This is an optimization exercise on Yosys and OpenROAD, whose aim is small area, a short achievable clock period and few clock cycles per item, not a production implementation.
Only simulation tests tie the RTL to the original design; equivalence was not proved.

## config.mk

```make
export PLATFORM = sky130hd
export DESIGN_NAME = CLBP
export DESIGN_NICKNAME = CLBP
export VERILOG_FILES = /design/flow/design.v
export SDC_FILE = /design/flow/constraint.sdc
export NUM_CORES = 8
export LEC_CHECK = 0
export CAP_MARGIN = 20
export CORE_MARGIN = 2
export CORE_UTILIZATION = 40
export SLEW_MARGIN = 20
```

## constraint.sdc

```tcl
create_clock -name core_clock -period 30.0 [get_ports {clk}]
set_input_delay 6.0000 -clock core_clock [delete_from_list [all_inputs] [get_ports {clk}]]
set_output_delay 6.0000 -clock core_clock [all_outputs]
set_load 0.01 [all_outputs]
```

## design.v

```verilog
module CLBP
#(
    parameter INT_WIDTH     = 9,
    parameter FRAC_WIDTH    = 16
)
(
    input                                       clk,
    input                                       rst,
    input                                       enable,
    output reg  [11:0]                          gray_addr,
    output reg                                  gray_OE,
    input       [7:0]                           gray_data,
    output reg  [11:0]                          lbp_addr,
    output reg                                  lbp_WEN,
    output reg  [7:0]                           lbp_data,
    output reg  [(INT_WIDTH+FRAC_WIDTH)-1:0]    theta,  
    output reg                                  theta_valid,
    input       [(INT_WIDTH+FRAC_WIDTH)-1:0]    cos_data,
    input                                       cos_valid,
    input       [(INT_WIDTH+FRAC_WIDTH)-1:0]    sin_data,
    input                                       sin_valid,
    output reg                                  finish
);  
parameter [5:0] S0=6'b000000, S1=6'b000001, S2=6'b000010, S3=6'b000011, S4=6'b000100, S5=6'b000101, S6=6'b000110, S7=6'b000111;
parameter [5:0] S8=6'b001000, S9=6'b001001, S10=6'b001010, S11=6'b001011, S12=6'b001100, S13=6'b001101, S14=6'b001110, S15=6'b001111;
parameter [5:0] S16=6'b010000, S17=6'b010001, S18=6'b010010, S19=6'b010011, S20=6'b010100, S21=6'b010101, S22=6'b010110, S23=6'b010111;
parameter [5:0] S24=6'b011000, S25=6'b011001, S26=6'b011010, S27=6'b011011, S28=6'b011100, S29=6'b011101, S30=6'b011110, S31=6'b011111;
parameter [5:0] S32=6'b100000, S33=6'b100001, S34=6'b100010, S35=6'b100011, S36=6'b100100, S37=6'b100101, S38=6'b100110, S39=6'b100111;
parameter [5:0] S40=6'b101000, S41=6'b101001, S42=6'b101010, S43=6'b101011, S44=6'b101100, S45=6'b101101, S46=6'b101110, S47=6'b101111;
parameter [5:0] S48=6'b110000, S49=6'b110001, S50=6'b110010, S51=6'b110011, S52=6'b110100, S53=6'b110101, S54=6'b110110, S55=6'b110111;
parameter [24:0] pi=25'b0_0000_0011_0010_0100_0011_1111;
reg [5:0]	current_state, next_state;
reg [11:0]	counter;
reg [7:0]	gc;
reg [24:0]	cos [7:0];
reg [24:0]	sin [7:0];
reg [24:0]	rx [7:0];
reg [24:0]	ry [7:0];
reg [8:0]	x1 [7:0];
reg [8:0]	x2 [7:0];
reg [8:0]	y1 [7:0];
reg [8:0]	y2 [7:0];
reg [7:0]	x1_y1_data;
reg [7:0]	x1_y2_data;
reg [7:0]	x2_y1_data;
reg [7:0]	x2_y2_data;
reg [24:0]	tx [7:0];
reg [24:0]	ty [7:0];
reg [24:0]	w1 [7:0];
reg [24:0]	w2 [7:0];
reg [24:0]	w3 [7:0];
reg [24:0]	w4 [7:0];
reg [16:0]	omx [7:0];
reg [16:0]	omy [7:0];
reg [33:0]	multi1 [7:0];
reg [33:0]	multi2 [7:0];
reg [33:0]	multi3 [7:0];
reg [33:0]	multi4 [7:0];
reg [31:0]	neighbor;
integer		i;
always @ (posedge clk or posedge rst)
begin
	if(rst)
	begin
		current_state <= S0;
		counter <= 12'd0;
		finish <= 1'b0;
		cos[0] <= 25'b0;
		cos[1] <= 25'b0;
		cos[2] <= 25'b0;
		cos[3] <= 25'b0;
		cos[4] <= 25'b0;
		cos[5] <= 25'b0;
		cos[6] <= 25'b0;
		cos[7] <= 25'b0;
		sin[0] <= 25'b0;
		sin[1] <= 25'b0;
		sin[2] <= 25'b0;
		sin[3] <= 25'b0;
		sin[4] <= 25'b0;
		sin[5] <= 25'b0;
		sin[6] <= 25'b0;
		sin[7] <= 25'b0;
	end
	else
	begin
		current_state <= next_state;
		if((current_state == S51) || (current_state == S52))	counter <= counter + 12'd1;
		else													counter <= counter;
		if((counter == 12'd4095)&&(current_state == S52))	finish <= 1'b1;
		else					finish <= 1'b0;
		case(current_state)
			S2:
			begin
				if(cos_valid)	cos[0] <= cos_data;
				if(sin_valid)	sin[0] <= sin_data;
			end
			S3:
			begin
				if(cos_valid)	cos[1] <= cos_data;
				if(sin_valid)	sin[1] <= sin_data;
			end
			S4:
			begin
				if(cos_valid)	cos[2] <= cos_data;
				if(sin_valid)	
				begin
					if(sin_data[15:6] == 10'b11_1111_1111)	sin[2] <= {sin_data[24:16], 16'd0} + 25'b0_0000_0001_0000_0000_0000_0000;
					else									sin[2] <= sin_data;
				end
			end
			S5:
			begin
				if(cos_valid)	cos[3] <= cos_data;
				if(sin_valid)	sin[3] <= sin_data;
			end
			S6:
			begin
				if(cos_valid)
				begin
					if(cos_data[15:6] == 10'b00_0000_0000)	cos[4] <= {cos_data[24:16], 16'd0};
					else									cos[4] <= cos_data;
				end
				if(sin_valid)	sin[4] <= sin_data;
			end
			S7:
			begin
				if(cos_valid)	cos[5] <= cos_data;
				if(sin_valid)	sin[5] <= sin_data;
			end
			S8:
			begin
				if(cos_valid)	cos[6] <= cos_data;
				begin
					if(sin_data[15:6] == 10'b00_0000_0000)	sin[6] <= {sin_data[24:16], 16'd0};
					else									sin[6] <= sin_data;
				end
			end
			S9:
			begin
				if(cos_valid)	cos[7] <= cos_data;
				if(sin_valid)	sin[7] <= sin_data;
				lbp_data <= 8'd0;
			end
			S10:	gc <= gray_data;
			S11:	x1_y1_data <= gray_data;
			S12:	x1_y2_data <= gray_data;
			S13:	x2_y1_data <= gray_data;
			S14:	x2_y2_data <= gray_data;
			S15:
			begin
				if(neighbor[15] == 1'b1)
				begin
					if((neighbor[23:16] + 8'd1) >= gc)	lbp_data[0] <= 1'b1;
					else								lbp_data[0] <= 1'b0;
				end
				else
				begin
					if(neighbor[23:16] >= gc)	lbp_data[0] <= 1'b1;
					else						lbp_data[0] <= 1'b0;
				end
			end
			S16:	x1_y1_data <= gray_data;
			S17:	x1_y2_data <= gray_data;
			S18:	x2_y1_data <= gray_data;
			S19:	x2_y2_data <= gray_data;
			S20:
			begin
				if(neighbor[15] == 1'b1)
				begin
					if((neighbor[23:16] + 8'd1) >= gc)	lbp_data[1] <= 1'b1;
					else								lbp_data[1] <= 1'b0;
				end
				else
				begin
					if(neighbor[23:16] >= gc)	lbp_data[1] <= 1'b1;
					else						lbp_data[1] <= 1'b0;
				end
			end
			S21:	x1_y1_data <= gray_data;
			S22:	x1_y2_data <= gray_data;
			S23:	x2_y1_data <= gray_data;
			S24:	x2_y2_data <= gray_data;
			S25:
			begin
				if(neighbor[15] == 1'b1)
				begin
					if((neighbor[23:16] + 8'd1) >= gc)	lbp_data[2] <= 1'b1;
					else								lbp_data[2] <= 1'b0;
				end
				else
				begin
					if(neighbor[23:16] >= gc)	lbp_data[2] <= 1'b1;
					else						lbp_data[2] <= 1'b0;
				end
			end
			S26:	x1_y1_data <= gray_data;
			S27:	x1_y2_data <= gray_data;
			S28:	x2_y1_data <= gray_data;
			S29:	x2_y2_data <= gray_data;
			S30:
			begin
				if(neighbor[15] == 1'b1)
				begin
					if((neighbor[23:16] + 8'd1) >= gc)	lbp_data[3] <= 1'b1;
					else								lbp_data[3] <= 1'b0;
				end
				else
				begin
					if(neighbor[23:16] >= gc)	lbp_data[3] <= 1'b1;
					else						lbp_data[3] <= 1'b0;
				end
			end
			S31:	x1_y1_data <= gray_data;
			S32:	x1_y2_data <= gray_data;
			S33:	x2_y1_data <= gray_data;
			S34:	x2_y2_data <= gray_data;
			S35:
			begin
				if(neighbor[15] == 1'b1)
				begin
					if((neighbor[23:16] + 8'd1) >= gc)	lbp_data[4] <= 1'b1;
					else								lbp_data[4] <= 1'b0;
				end
				else
				begin
					if(neighbor[23:16] >= gc)	lbp_data[4] <= 1'b1;
					else						lbp_data[4] <= 1'b0;
				end
			end
			S36:	x1_y1_data <= gray_data;
			S37:	x1_y2_data <= gray_data;
			S38:	x2_y1_data <= gray_data;
			S39:	x2_y2_data <= gray_data;
			S40:
			begin
				if(neighbor[15] == 1'b1)
				begin
					if((neighbor[23:16] + 8'd1) >= gc)	lbp_data[5] <= 1'b1;
					else								lbp_data[5] <= 1'b0;
				end
				else
				begin
					if(neighbor[23:16] >= gc)	lbp_data[5] <= 1'b1;
					else						lbp_data[5] <= 1'b0;
				end
			end
			S41:	x1_y1_data <= gray_data;
			S42:	x1_y2_data <= gray_data;
			S43:	x2_y1_data <= gray_data;
			S44:	x2_y2_data <= gray_data;
			S45:
			begin
				if(neighbor[15] == 1'b1)
				begin
					if((neighbor[23:16] + 8'd1) >= gc)	lbp_data[6] <= 1'b1;
					else								lbp_data[6] <= 1'b0;
				end
				else
				begin
					if(neighbor[23:16] >= gc)	lbp_data[6] <= 1'b1;
					else						lbp_data[6] <= 1'b0;
				end
			end
			S46:	x1_y1_data <= gray_data;
			S47:	x1_y2_data <= gray_data;
			S48:	x2_y1_data <= gray_data;
			S49:	x2_y2_data <= gray_data;
			S50:
			begin
				if(neighbor[15] == 1'b1)
				begin
					if((neighbor[23:16] + 8'd1) >= gc)	lbp_data[7] <= 1'b1;
					else								lbp_data[7] <= 1'b0;
				end
				else
				begin
					if(neighbor[23:16] >= gc)	lbp_data[7] <= 1'b1;
					else						lbp_data[7] <= 1'b0;
				end
			end
			S51:	lbp_data <= lbp_data;
			S52:	lbp_data <= 8'd0;
			default:lbp_data <= 8'd0;
		endcase
	end
end
always @ (*)
begin
	case(current_state)
		S0:
		begin
			gray_addr = 12'd0;
			gray_OE = 1'b0;
			theta = 25'd0;
			theta_valid = 1'b0;
			lbp_addr = 12'd0;
			lbp_WEN = 1'b0;
			neighbor = 32'd0;
			if(enable)	next_state = S1;
			else		next_state = S0;
		end
		S1:
		begin
			gray_addr = 12'd0;
			gray_OE = 1'b0;
			theta = 25'd0;
			theta_valid = 1'b1;
			lbp_addr = 12'd0;
			lbp_WEN = 1'b0;
			neighbor = 32'd0;
			next_state = S2;
		end
		S2:
		begin
			gray_addr = 12'd0;
			gray_OE = 1'b0;
			theta = ((pi << 1) * 3'd1) >> 3;
			theta_valid = 1'b1;
			lbp_addr = 12'd0;
			lbp_WEN = 1'b0;
			neighbor = 32'd0;
			next_state = S3;
		end
		S3:
		begin
			gray_addr = 12'd0;
			gray_OE = 1'b0;
			theta = ((pi << 1) * 3'd2) >> 3;
			theta_valid = 1'b1;
			lbp_addr = 12'd0;
			lbp_WEN = 1'b0;
			neighbor = 32'd0;
			next_state = S4;
		end
		S4:
		begin
			gray_addr = 12'd0;
			gray_OE = 1'b0;
			theta = ((pi << 1) * 3'd3) >> 3;
			theta_valid = 1'b1;
			lbp_addr = 12'd0;
			lbp_WEN = 1'b0;
			neighbor = 32'd0;
			next_state = S5;
		end
		S5:
		begin
			gray_addr = 12'd0;
			gray_OE = 1'b0;
			theta = ((pi << 1) * 3'd4) >> 3;
			theta_valid = 1'b1;
			lbp_addr = 12'd0;
			lbp_WEN = 1'b0;
			neighbor = 32'd0;
			next_state = S6;
		end
		S6:
		begin
			gray_addr = 12'd0;
			gray_OE = 1'b0;
			theta = ((pi << 1) * 3'd5) >> 3;
			theta_valid = 1'b1;
			lbp_addr = 12'd0;
			lbp_WEN = 1'b0;
			neighbor = 32'd0;
			next_state = S7;
		end
		S7:
		begin
			gray_addr = 12'd0;
			gray_OE = 1'b0;
			theta = ((pi << 1) * 3'd6) >> 3;
			theta_valid = 1'b1;
			lbp_addr = 12'd0;
			lbp_WEN = 1'b0;
			neighbor = 32'd0;
			next_state = S8;
		end
		S8:
		begin
			gray_addr = 12'd0;
			gray_OE = 1'b0;
			theta = ((pi << 1) * 3'd7) >> 3;
			theta_valid = 1'b1;
			lbp_addr = 12'd0;
			lbp_WEN = 1'b0;
			neighbor = 32'd0;
			next_state = S9;
		end
		S9: 
		begin
			gray_addr = counter;
			gray_OE = 1'b0;
			theta = 25'd0;
			theta_valid = 1'b0;
			lbp_addr = 12'd0;
			lbp_WEN = 1'b0;
			neighbor = 32'd0;
			if(((counter >= 12'd0)&&(counter <= 12'd191))||((counter >= 12'd3904)&&(counter <= 12'd4095))||(counter[5:0]==6'd0)||(counter[5:0]==6'd1)||(counter[5:0]==6'd2)||(counter[5:0]==6'd61)||(counter[5:0]==6'd62)||(counter[5:0]==6'd63))	next_state = S52;
			else	next_state = S10;
		end
		S10:
		begin
			gray_addr = counter + {{3{x1[0][7]}}, x1[0]} + ({{3{y1[0][7]}}, y1[0]} << 6);
			gray_OE = 1'b1;
			theta = 25'd0;
			theta_valid = 1'b0;
			lbp_addr = 12'd0;
			lbp_WEN = 1'b0;
			neighbor = 32'd0;
			next_state = S11;
		end
		S11:
		begin
			gray_addr = counter + {{3{x1[0][7]}}, x1[0]} + ({{3{y2[0][7]}}, y2[0]} << 6);
			gray_OE = 1'b1;
			theta = 25'd0;
			theta_valid = 1'b0;
			lbp_addr = 12'd0;
			lbp_WEN = 1'b0;
			neighbor = 32'd0;
			next_state = S12;
		end
		S12:
		begin
			gray_addr = counter + {{3{x2[0][7]}}, x2[0]} + ({{3{y1[0][7]}}, y1[0]} << 6);
			gray_OE = 1'b1;
			theta = 25'd0;
			theta_valid = 1'b0;
			lbp_addr = 12'd0;
			lbp_WEN = 1'b0;
			neighbor = 32'd0;
			next_state = S13;
		end
		S13:
		begin
			gray_addr = counter + {{3{x2[0][7]}}, x2[0]} + ({{3{y2[0][7]}}, y2[0]} << 6);
			gray_OE = 1'b1;
			theta = 25'd0;
			theta_valid = 1'b0;
			lbp_addr = 12'd0;
			lbp_WEN = 1'b0;
			neighbor = 32'd0;
			next_state = S14;
		end
		S14:
		begin
			gray_addr = 12'd0;
			gray_OE = 1'b1;
			theta = 25'd0;
			theta_valid = 1'b0;
			lbp_addr = 12'd0;
			lbp_WEN = 1'b0;
			neighbor = 32'd0;
			next_state = S15;
		end
		S15:
		begin
			gray_addr = counter + {{3{x1[1][7]}}, x1[1]} + ({{3{y1[1][7]}}, y1[1]} << 6);
			gray_OE = 1'b0;
			theta = 25'd0;
			theta_valid = 1'b0;
			lbp_addr = 12'd0;
			lbp_WEN = 1'b0;
			neighbor = x1_y1_data*w1[0] + x1_y2_data*w2[0] + x2_y1_data*w3[0] + x2_y2_data*w4[0];
			next_state = S16;
		end
		S16:
		begin
			gray_addr = counter + {{3{x1[1][7]}}, x1[1]} + ({{3{y2[1][7]}}, y2[1]} << 6);
			gray_OE = 1'b1;
			theta = 25'd0;
			theta_valid = 1'b0;
			lbp_addr = 12'd0;
			lbp_WEN = 1'b0;
			neighbor = 32'd0;
			next_state = S17;
		end
		S17:
		begin
			gray_addr = counter + {{3{x2[1][7]}}, x2[1]} + ({{3{y1[1][7]}}, y1[1]} << 6);
			gray_OE = 1'b1;
			theta = 25'd0;
			theta_valid = 1'b0;
			lbp_addr = 12'd0;
			lbp_WEN = 1'b0;
			neighbor = 32'd0;
			next_state = S18;
		end
		S18:
		begin
			gray_addr = counter + {{3{x2[1][7]}}, x2[1]} + ({{3{y2[1][7]}}, y2[1]} << 6);
			gray_OE = 1'b1;
			theta = 25'd0;
			theta_valid = 1'b0;
			lbp_addr = 12'd0;
			lbp_WEN = 1'b0;
			neighbor = 32'd0;
			next_state = S19;
		end
		S19:
		begin
			gray_addr = 12'd0;
			gray_OE = 1'b1;
			theta = 25'd0;
			theta_valid = 1'b0;
			lbp_addr = 12'd0;
			lbp_WEN = 1'b0;
			neighbor = 32'd0;
			next_state = S20;
		end
		S20:
		begin
			gray_addr = counter + {{3{x1[2][7]}}, x1[2]} + ({{3{y2[2][7]}}, y1[2]} << 6);
			gray_OE = 1'b0;
			theta = 25'd0;
			theta_valid = 1'b0;
			lbp_addr = 12'd0;
			lbp_WEN = 1'b0;
			neighbor = x1_y1_data*w1[1] + x1_y2_data*w2[1] + x2_y1_data*w3[1] + x2_y2_data*w4[1];
			next_state = S21;
		end
		S21:
		begin
			gray_addr = counter + {{3{x1[2][7]}}, x1[2]} + ({{3{y2[2][7]}}, y2[2]} << 6);
			gray_OE = 1'b1;
			theta = 25'd0;
			theta_valid = 1'b0;
			lbp_addr = 12'd0;
			lbp_WEN = 1'b0;
			neighbor = 32'd0;
			next_state = S22;
		end
		S22:
		begin
			gray_addr = counter + {{3{x2[2][7]}}, x2[2]} + ({{3{y1[2][7]}}, y1[2]} << 6);
			gray_OE = 1'b1;
			theta = 25'd0;
			theta_valid = 1'b0;
			lbp_addr = 12'd0;
			lbp_WEN = 1'b0;
			neighbor = 32'd0;
			next_state = S23;
		end
		S23:
		begin
			gray_addr = counter + {{3{x2[2][7]}}, x2[2]} + ({{3{y2[2][7]}}, y2[2]} << 6);
			gray_OE = 1'b1;
			theta = 25'd0;
			theta_valid = 1'b0;
			lbp_addr = 12'd0;
			lbp_WEN = 1'b0;
			neighbor = 32'd0;
			next_state = S24;
		end
		S24:
		begin
			gray_addr = 12'd0;
			gray_OE = 1'b1;
			theta = 25'd0;
			theta_valid = 1'b0;
			lbp_addr = 12'd0;
			lbp_WEN = 1'b0;
			neighbor = 32'd0;
			next_state = S25;
		end
		S25:
		begin
			gray_addr = counter + {{3{x1[3][7]}}, x1[3]} + ({{3{y2[3][7]}}, y1[3]} << 6);
			gray_OE = 1'b0;
			theta = 25'd0;
			theta_valid = 1'b0;
			lbp_addr = 12'd0;
			lbp_WEN = 1'b0;
			neighbor = x1_y1_data*w1[2] + x1_y2_data*w2[2] + x2_y1_data*w3[2] + x2_y2_data*w4[2];
			next_state = S26;
		end
		S26:
		begin
			gray_addr = counter + {{3{x1[3][7]}}, x1[3]} + ({{3{y2[3][7]}}, y2[3]} << 6);
			gray_OE = 1'b1;
			theta = 25'd0;
			theta_valid = 1'b0;
			lbp_addr = 12'd0;
			lbp_WEN = 1'b0;
			neighbor = 32'd0;
			next_state = S27;
		end
		S27:
		begin
			gray_addr = counter + {{3{x2[3][7]}}, x2[3]} + ({{3{y1[3][7]}}, y1[3]} << 6);
			gray_OE = 1'b1;
			theta = 25'd0;
			theta_valid = 1'b0;
			lbp_addr = 12'd0;
			lbp_WEN = 1'b0;
			neighbor = 32'd0;
			next_state = S28;
		end
		S28:
		begin
			gray_addr = counter + {{3{x2[3][7]}}, x2[3]} + ({{3{y2[3][7]}}, y2[3]} << 6);
			gray_OE = 1'b1;
			theta = 25'd0;
			theta_valid = 1'b0;
			lbp_addr = 12'd0;
			lbp_WEN = 1'b0;
			neighbor = 32'd0;
			next_state = S29;
		end
		S29:
		begin
			gray_addr = 12'd0;
			gray_OE = 1'b1;
			theta = 25'd0;
			theta_valid = 1'b0;
			lbp_addr = 12'd0;
			lbp_WEN = 1'b0;
			neighbor = 32'd0;
			next_state = S30;
		end
		S30:
		begin
			gray_addr = counter + {{3{x1[4][7]}}, x1[4]} + ({{3{y2[4][7]}}, y1[4]} << 6);
			gray_OE = 1'b0;
			theta = 25'd0;
			theta_valid = 1'b0;
			lbp_addr = 12'd0;
			lbp_WEN = 1'b0;
			neighbor = x1_y1_data*w1[3] + x1_y2_data*w2[3] + x2_y1_data*w3[3] + x2_y2_data*w4[3];
			next_state = S31;
		end
		S31:
		begin
			gray_addr = counter + {{3{x1[4][7]}}, x1[4]} + ({{3{y2[4][7]}}, y2[4]} << 6);
			gray_OE = 1'b1;
			theta = 25'd0;
			theta_valid = 1'b0;
			lbp_addr = 12'd0;
			lbp_WEN = 1'b0;
			neighbor = 32'd0;
			next_state = S32;
		end
		S32:
		begin
			gray_addr = counter + {{3{x2[4][7]}}, x2[4]} + ({{3{y1[4][7]}}, y1[4]} << 6);
			gray_OE = 1'b1;
			theta = 25'd0;
			theta_valid = 1'b0;
			lbp_addr = 12'd0;
			lbp_WEN = 1'b0;
			neighbor = 32'd0;
			next_state = S33;
		end
		S33:
		begin
			gray_addr = counter + {{3{x2[4][7]}}, x2[4]} + ({{3{y2[4][7]}}, y2[4]} << 6);
			gray_OE = 1'b1;
			theta = 25'd0;
			theta_valid = 1'b0;
			lbp_addr = 12'd0;
			lbp_WEN = 1'b0;
			neighbor = 32'd0;
			next_state = S34;
		end
		S34:
		begin
			gray_addr = 12'd0;
			gray_OE = 1'b1;
			theta = 25'd0;
			theta_valid = 1'b0;
			lbp_addr = 12'd0;
			lbp_WEN = 1'b0;
			neighbor = 32'd0;
			next_state = S35;
		end
		S35:
		begin
			gray_addr = counter + {{3{x1[5][7]}}, x1[5]} + ({{3{y2[5][7]}}, y1[5]} << 6);
			gray_OE = 1'b0;
			theta = 25'd0;
			theta_valid = 1'b0;
			lbp_addr = 12'd0;
			lbp_WEN = 1'b0;
			neighbor = x1_y1_data*w1[4] + x1_y2_data*w2[4] + x2_y1_data*w3[4] + x2_y2_data*w4[4];
			next_state = S36;
		end
		S36:
		begin
			gray_addr = counter + {{3{x1[5][7]}}, x1[5]} + ({{3{y2[5][7]}}, y2[5]} << 6);
			gray_OE = 1'b1;
			theta = 25'd0;
			theta_valid = 1'b0;
			lbp_addr = 12'd0;
			lbp_WEN = 1'b0;
			neighbor = 32'd0;
			next_state = S37;
		end
		S37:
		begin
			gray_addr = counter + {{3{x2[5][7]}}, x2[5]} + ({{3{y1[5][7]}}, y1[5]} << 6);
			gray_OE = 1'b1;
			theta = 25'd0;
			theta_valid = 1'b0;
			lbp_addr = 12'd0;
			lbp_WEN = 1'b0;
			neighbor = 32'd0;
			next_state = S38;
		end
		S38:
		begin
			gray_addr = counter + {{3{x2[5][7]}}, x2[5]} + ({{3{y2[5][7]}}, y2[5]} << 6);
			gray_OE = 1'b1;
			theta = 25'd0;
			theta_valid = 1'b0;
			lbp_addr = 12'd0;
			lbp_WEN = 1'b0;
			neighbor = 32'd0;
			next_state = S39;
		end
		S39:
		begin
			gray_addr = 12'd0;
			gray_OE = 1'b1;
			theta = 25'd0;
			theta_valid = 1'b0;
			lbp_addr = 12'd0;
			lbp_WEN = 1'b0;
			neighbor = 32'd0;
			next_state = S40;
		end
		S40:
		begin
			gray_addr = counter + {{3{x1[6][7]}}, x1[6]} + ({{3{y2[6][7]}}, y1[6]} << 6);
			gray_OE = 1'b0;
			theta = 25'd0;
			theta_valid = 1'b0;
			lbp_addr = 12'd0;
			lbp_WEN = 1'b0;
			neighbor = x1_y1_data*w1[5] + x1_y2_data*w2[5] + x2_y1_data*w3[5] + x2_y2_data*w4[5];
			next_state = S41;
		end
		S41:
		begin
			gray_addr = counter + {{3{x1[6][7]}}, x1[6]} + ({{3{y2[6][7]}}, y2[6]} << 6);
			gray_OE = 1'b1;
			theta = 25'd0;
			theta_valid = 1'b0;
			lbp_addr = 12'd0;
			lbp_WEN = 1'b0;
			neighbor = 32'd0;
			next_state = S42;
		end
		S42:
		begin
			gray_addr = counter + {{3{x2[6][7]}}, x2[6]} + ({{3{y1[6][7]}}, y1[6]} << 6);
			gray_OE = 1'b1;
			theta = 25'd0;
			theta_valid = 1'b0;
			lbp_addr = 12'd0;
			lbp_WEN = 1'b0;
			neighbor = 32'd0;
			next_state = S43;
		end
		S43:
		begin
			gray_addr = counter + {{3{x2[6][7]}}, x2[6]} + ({{3{y2[6][7]}}, y2[6]} << 6);
			gray_OE = 1'b1;
			theta = 25'd0;
			theta_valid = 1'b0;
			lbp_addr = 12'd0;
			lbp_WEN = 1'b0;
			neighbor = 32'd0;
			next_state = S44;
		end
		S44:
		begin
			gray_addr = 12'd0;
			gray_OE = 1'b1;
			theta = 25'd0;
			theta_valid = 1'b0;
			lbp_addr = 12'd0;
			lbp_WEN = 1'b0;
			neighbor = 32'd0;
			next_state = S45;
		end
		S45:
		begin
			gray_addr = counter + {{3{x1[7][7]}}, x1[7]} + ({{3{y2[7][7]}}, y1[7]} << 6);
			gray_OE = 1'b0;
			theta = 25'd0;
			theta_valid = 1'b0;
			lbp_addr = 12'd0;
			lbp_WEN = 1'b0;
			neighbor = x1_y1_data*w1[6] + x1_y2_data*w2[6] + x2_y1_data*w3[6] + x2_y2_data*w4[6];
			next_state = S46;
		end
		S46:
		begin
			gray_addr = counter + {{3{x1[7][7]}}, x1[7]} + ({{3{y2[7][7]}}, y2[7]} << 6);
			gray_OE = 1'b1;
			theta = 25'd0;
			theta_valid = 1'b0;
			lbp_addr = 12'd0;
			lbp_WEN = 1'b0;
			neighbor = 32'd0;
			next_state = S47;
		end
		S47:
		begin
			gray_addr = counter + {{3{x2[7][7]}}, x2[7]} + ({{3{y1[7][7]}}, y1[7]} << 6);
			gray_OE = 1'b1;
			theta = 25'd0;
			theta_valid = 1'b0;
			lbp_addr = 12'd0;
			lbp_WEN = 1'b0;
			neighbor = 32'd0;
			next_state = S48;
		end
		S48:
		begin
			gray_addr = counter + {{3{x2[7][7]}}, x2[7]} + ({{3{y2[7][7]}}, y2[7]} << 6);
			gray_OE = 1'b1;
			theta = 25'd0;
			theta_valid = 1'b0;
			lbp_addr = 12'd0;
			lbp_WEN = 1'b0;
			neighbor = 32'd0;
			next_state = S49;
		end
		S49:
		begin
			gray_addr = 12'd0;
			gray_OE = 1'b1;
			theta = 25'd0;
			theta_valid = 1'b0;
			lbp_addr = 12'd0;
			lbp_WEN = 1'b0;
			neighbor = 32'd0;
			next_state = S50;
		end
		S50:
		begin
			gray_addr = 12'd0;
			gray_OE = 1'b0;
			theta = 25'd0;
			theta_valid = 1'b0;
			lbp_addr = 12'd0;
			lbp_WEN = 1'b0;
			neighbor = x1_y1_data*w1[7] + x1_y2_data*w2[7] + x2_y1_data*w3[7] + x2_y2_data*w4[7];
			next_state = S51;
		end
		S51:
		begin
			gray_addr = 12'd0;
			gray_OE = 1'b1;
			theta = 25'd0;
			theta_valid = 1'b0;
			lbp_addr = counter;
			lbp_WEN = 1'b1;
			neighbor = 32'd0;
			next_state = S9;
		end
		S52:
		begin
			gray_addr = 12'd0;
			gray_OE = 1'b0;
			theta = 25'd0;
			theta_valid = 1'b0;
			lbp_addr = counter;
			lbp_WEN = 1'b1;
			neighbor = 32'd0;
			if(counter == 12'd4095)	next_state = S0;
			else					next_state = S9;
		end
		default:
		begin
			gray_addr = 12'd0;
			gray_OE = 1'b0;
			theta = 25'd0;
			theta_valid = 1'b0;
			lbp_addr = 12'd0;
			lbp_WEN = 1'b0;
			neighbor = 32'd0;
			next_state = S0;
		end
	endcase
end
always @ (*)
begin
	for(i=0; i<8; i=i+1)
	begin
		rx[i] = 3 * cos[i];
		ry[i] = (-3) * sin[i];
		x1[i] = rx[i][24:16];
		x2[i] = rx[i][24:16] + {8'd0, (rx[i][15:0] != 16'b0)};
		y1[i] = ry[i][24:16];
		y2[i] = ry[i][24:16] + {8'd0, (ry[i][15:0] != 16'b0)};
		tx[i] = {9'd0, rx[i][15:0]};
		ty[i] = {9'd0, ry[i][15:0]};
		omx[i] = 17'h10000 - {1'b0, rx[i][15:0]};
		omy[i] = 17'h10000 - {1'b0, ry[i][15:0]};
		multi1[i] = omx[i] * omy[i];
		multi2[i] = {1'b0, rx[i][15:0]} * omy[i];
		multi3[i] = omx[i] * {1'b0, ry[i][15:0]};
		multi4[i] = {1'b0, rx[i][15:0]} * {1'b0, ry[i][15:0]};
		w1[i] = {7'd0, multi1[i][33:16]};
		w2[i] = {7'd0, multi2[i][33:16]};
		w3[i] = {7'd0, multi3[i][33:16]};
		w4[i] = {7'd0, multi4[i][33:16]};
	end
end
endmodule
```

## run.sh

```bash
#!/bin/bash
# synth_recipe.tcl (not shown) runs the flow's synth.tcl, then flattens the netlist and writes it again
# the make line also repeats each setting of config.mk as NAME=value (left out here)
make -C /OpenROAD-flow-scripts/flow DESIGN_CONFIG=/design/flow/config.mk WORK_HOME=/design/flow/orfs CLKGATE_MAP_FILE= SYNTH_SCRIPT=/design/flow/synth_recipe.tcl finish
```

==> flow_summary.yaml <==
grt:
  grt_pass1_wl_um: 2270000
  grt_pass1_vias: 366000
  overflow: 0
  grt_usage_pct: 25.4
  antenna_found_initial: 164
  grt_max_degree: 133
floorplan:
  die_h_um: 1080
  io_pins: 124
  coreArea_sq_mm: 1.16
  rows: 396
  start_util_pct: 40.1
  die_area_sq_mm: 1.17
  die_x_um: 1080
place:
  dpl_cell_area_sq_mm: 0.493
  io_buffers: 113
  dpl.cell_count: 67700
  dpl.hpwl_um: 1190000
  pre_cts_slack_ns: 4.42
  place_congestion: 0.961
sta:
  rsz0062_at_grt: "no"
  worstMarginPinSlew_ns: 1.28
  setup_viol: 0
  fin_crit_ns: 25.36
  timing.fmax_ghz: 0.0394
  layout_setup_ws_ns: 4.64
  hold_violations: 0
  drv_slew: 0
  fin_crit_sh_pct: 84.5
  finalSetupTns_ns: 0
  finClkSkew_ns: 0.122
  slew_headroom_pct: 14.7
  whs_ns: 0.496
layout:
  final_cell_mix: "13500 x inv_1, 11100 x fa_1, 8503 x nand2_1"
  final_util_pct: 42.7
  nets: 68700
  mostFrequentLayoutCell: "inv_1"
  synthToLayoutAreaGrowth_pct: 6.63
  fin_cells: 68100
  drive_gt1_share_pct: 4.89
  final_area_sq_mm: 0.497
yosys:
  syn_avg_cell_area_sq_um: 8.84
  synthXorXnorAreaFrac_pct: 4.00
  syn_inst: 52700
  synth.cell_area_sq_mm: 0.466
  synth-edff-count: 48
  synth_top_family_by_area: "adder cells"
  synthAdderAreaFrac_pct: 62.1
  yosys.area_share.simple_pct: 14.4
  synth_seq_cells: 443
  muxShareOfSynthArea_pct: 0.986
  ys_seq_area_share_pct: 2.43
  synth_ff_type: "dfrtp_1"
  yosys_warnings: 21
  async_flop_share_pct: 89.2
  synth_compound_area_share_pct: 3.59
  ys_types: 103
setup_path:
  crit_type: "flop to flop"
  r2r_cells: 76
  crit_fanout: 35
  worst_path_most_repeated_cell: "fa_1"
  slowest_delay_ns: 1.02
  slowest_stage: "fa_1"
  endpoint_kind: "flop"
  worstReg2RegStart: "sin[4][0]"
  start_kind: "flop"
  critPathRequiredTime_ns: 30.57
  cp.arrival_ns: 25.93
  crit_start: "sin[4][0]"
clock_network:
  clock_path_buffers: 4
  cts_tree: "built"
  post_cts_resized: 0
  post_cts_buffers: 0
  root_buffer: "clkbuf_16"
  cts-buffers-inserted: 73
  cts_sinks: 443
  path_clk_slew_ns: 0.06
  clkLatencyLatePin_ns: 0.86
  cts_hold_buf: 0
  htreeDepth: 3
routing:
  drt-initial-drc-count: 25400
  route.detailed.drc: 0
  drtPass1Iterations: 8
  vias_per_cell: 5.11
  drtAntennaViolNets: 0
  vias: 348000
  wl_per_cell_um: 21.5
  finalWirelength_um: 1460000
outcome:
  status: "complete, no violations"
hold_path:
  hold_depth: 2
  min_from: "sin[2][20]"
  min_path_type: "flop to flop"
job:
  max_cap_violations: 0
==> final timing paths <==
check / end / slack [ns]
max: lbp_data[5] / 4.64
min: sin[2][20] / 0.50
max reg2reg: lbp_data[5] / 4.64
min reg2reg: sin[2][20] / 0.50
max in group asynchronous: sin[2][10] / 21.48
min in group asynchronous: cos[5][0] / 6.40
==> registers in the layout, indices dropped and copies added, names as in the netlist <==
name	flops
gc	8
current_state	6
counter	12
x2_y1_data	8
x2_y2_data	8
cos	200
x1_y1_data	8
lbp_data	8
finish	1
sin	176
x1_y2_data	8
==> cell families (layout without fill, tap and decap cells) <==
kind of cell	Yosys count	count (layout)
buf+inv	15500	15100
fa+ha+maj	16500	16500
xor+xnor	2105	2105
mux	409	409
simple gates	15200	15200
flops	443	443
compound gates	2571	2571
other cells	1	307
==> critical path: cells and delay by family (launching register included) <==
family / cells / cell delay [ns]
AND/OR/NAND/NOR: 13 / 2.66
flip-flops: 1 / 0.49
buffers and inverters: 19 / 2.96
adder cells (fa/ha/maj): 23 / 10.87
XOR/XNOR: 4 / 2.14
AO/OA/AOI/OAI: 17 / 5.80
==> area by class of cell <==
| cell class | instances | area (sq um) |
|---|---|---|
| repair buffers | 1424 | 10900 |
| multi-input cells | 36700 | 401000 |
| diodes | 300 | 751 |
| fillers | 116000 | 665000 |
| clock buffers | 90 | 1990 |
| flip-flops and latches | 443 | 11300 |
| inverters | 13500 | 50800 |
| well taps | 15500 | 19400 |
| clock inverters | 36 | 348 |
==> synth_stat cells (all sizes together), types with 39 or more instances <==
| cell type | instances | area share [%] |
|---|---|---|
| and3 | 133 | 0.18 |
| a21o | 413 | 0.67 |
| nor2b | 254 | 0.34 |
| xnor2 | 1518 | 2.9 |
| buf | 78 | 0.074 |
| nand2 | 8507 | 6.9 |
| xor2 | 576 | 1.1 |
| mux2 | 397 | 0.96 |
| dfrtp | 395 | 2.1 |
| a21oi | 773 | 0.83 |
| or3 | 59 | 0.079 |
| inv | 13500 | 11 |
| o211ai | 47 | 0.076 |
| nand4 | 109 | 0.15 |
| nand2b | 417 | 0.56 |
| clkbuf | 1924 | 1.6 |
| o21a | 187 | 0.30 |
| a31oi | 65 | 0.087 |
| o22ai | 39 | 0.052 |
| ha | 5406 | 15 |
| nor4 | 40 | 0.054 |
| and2 | 2468 | 3.3 |
| o21ai | 436 | 0.47 |
| nand3 | 232 | 0.25 |
| a211oi | 72 | 0.12 |
| edfxtp | 48 | 0.31 |
| or2 | 39 | 0.052 |
| o21bai | 107 | 0.17 |
| nor2 | 2501 | 2.0 |
| fa | 11100 | 48 |
| nor3 | 289 | 0.31 |
==> metal layers <==
layer / share of wire [%] / global-route usage, % / wire length (um)
met3: 8.7 / 4.63 / 127000
met5: 0.014 / 0 / 210
met1: 41 / 34.5 / 603000
met2: 46 / 40.6 / 669000
met4: 4.3 / 10.0 / 62300
Testbench counts, summed over its fixed seeds: cycles 2,630,256, items 18.

[afterwards: timing with drivers on the ports]
No port has a modelled driver above. Below, the same layout with a new extraction and two added sets of constraints. Step 1 (the two cells are an assumption about what drives the block):
set clk [get_ports {clk}]
set_driving_cell -lib_cell sky130_fd_sc_hd__clkbuf_16 $clk
set_driving_cell -lib_cell sky130_fd_sc_hd__buf_2 [delete_from_list [all_inputs] $clk]
Step 2 moves the port delays by t, midway between the first and last clock arrival at a register: inputs arrive t later, outputs are due t later. That takes back most of the time a late clock gives input paths. Slacks: no drivers / after step 1 / after step 2; pairs: no drivers / after step 1.
t (ns): 0.942
slack for setup (ns): 4.637 / 4.637 / 4.637
hold slack, ns: 0.496 / 0.496 / 0.496
worst setup path after step 2: register to register
After both steps this run still meets setup and hold. The setup slack of this run moves by 0.000 ns with the drivers and by 0.000 ns with both steps.
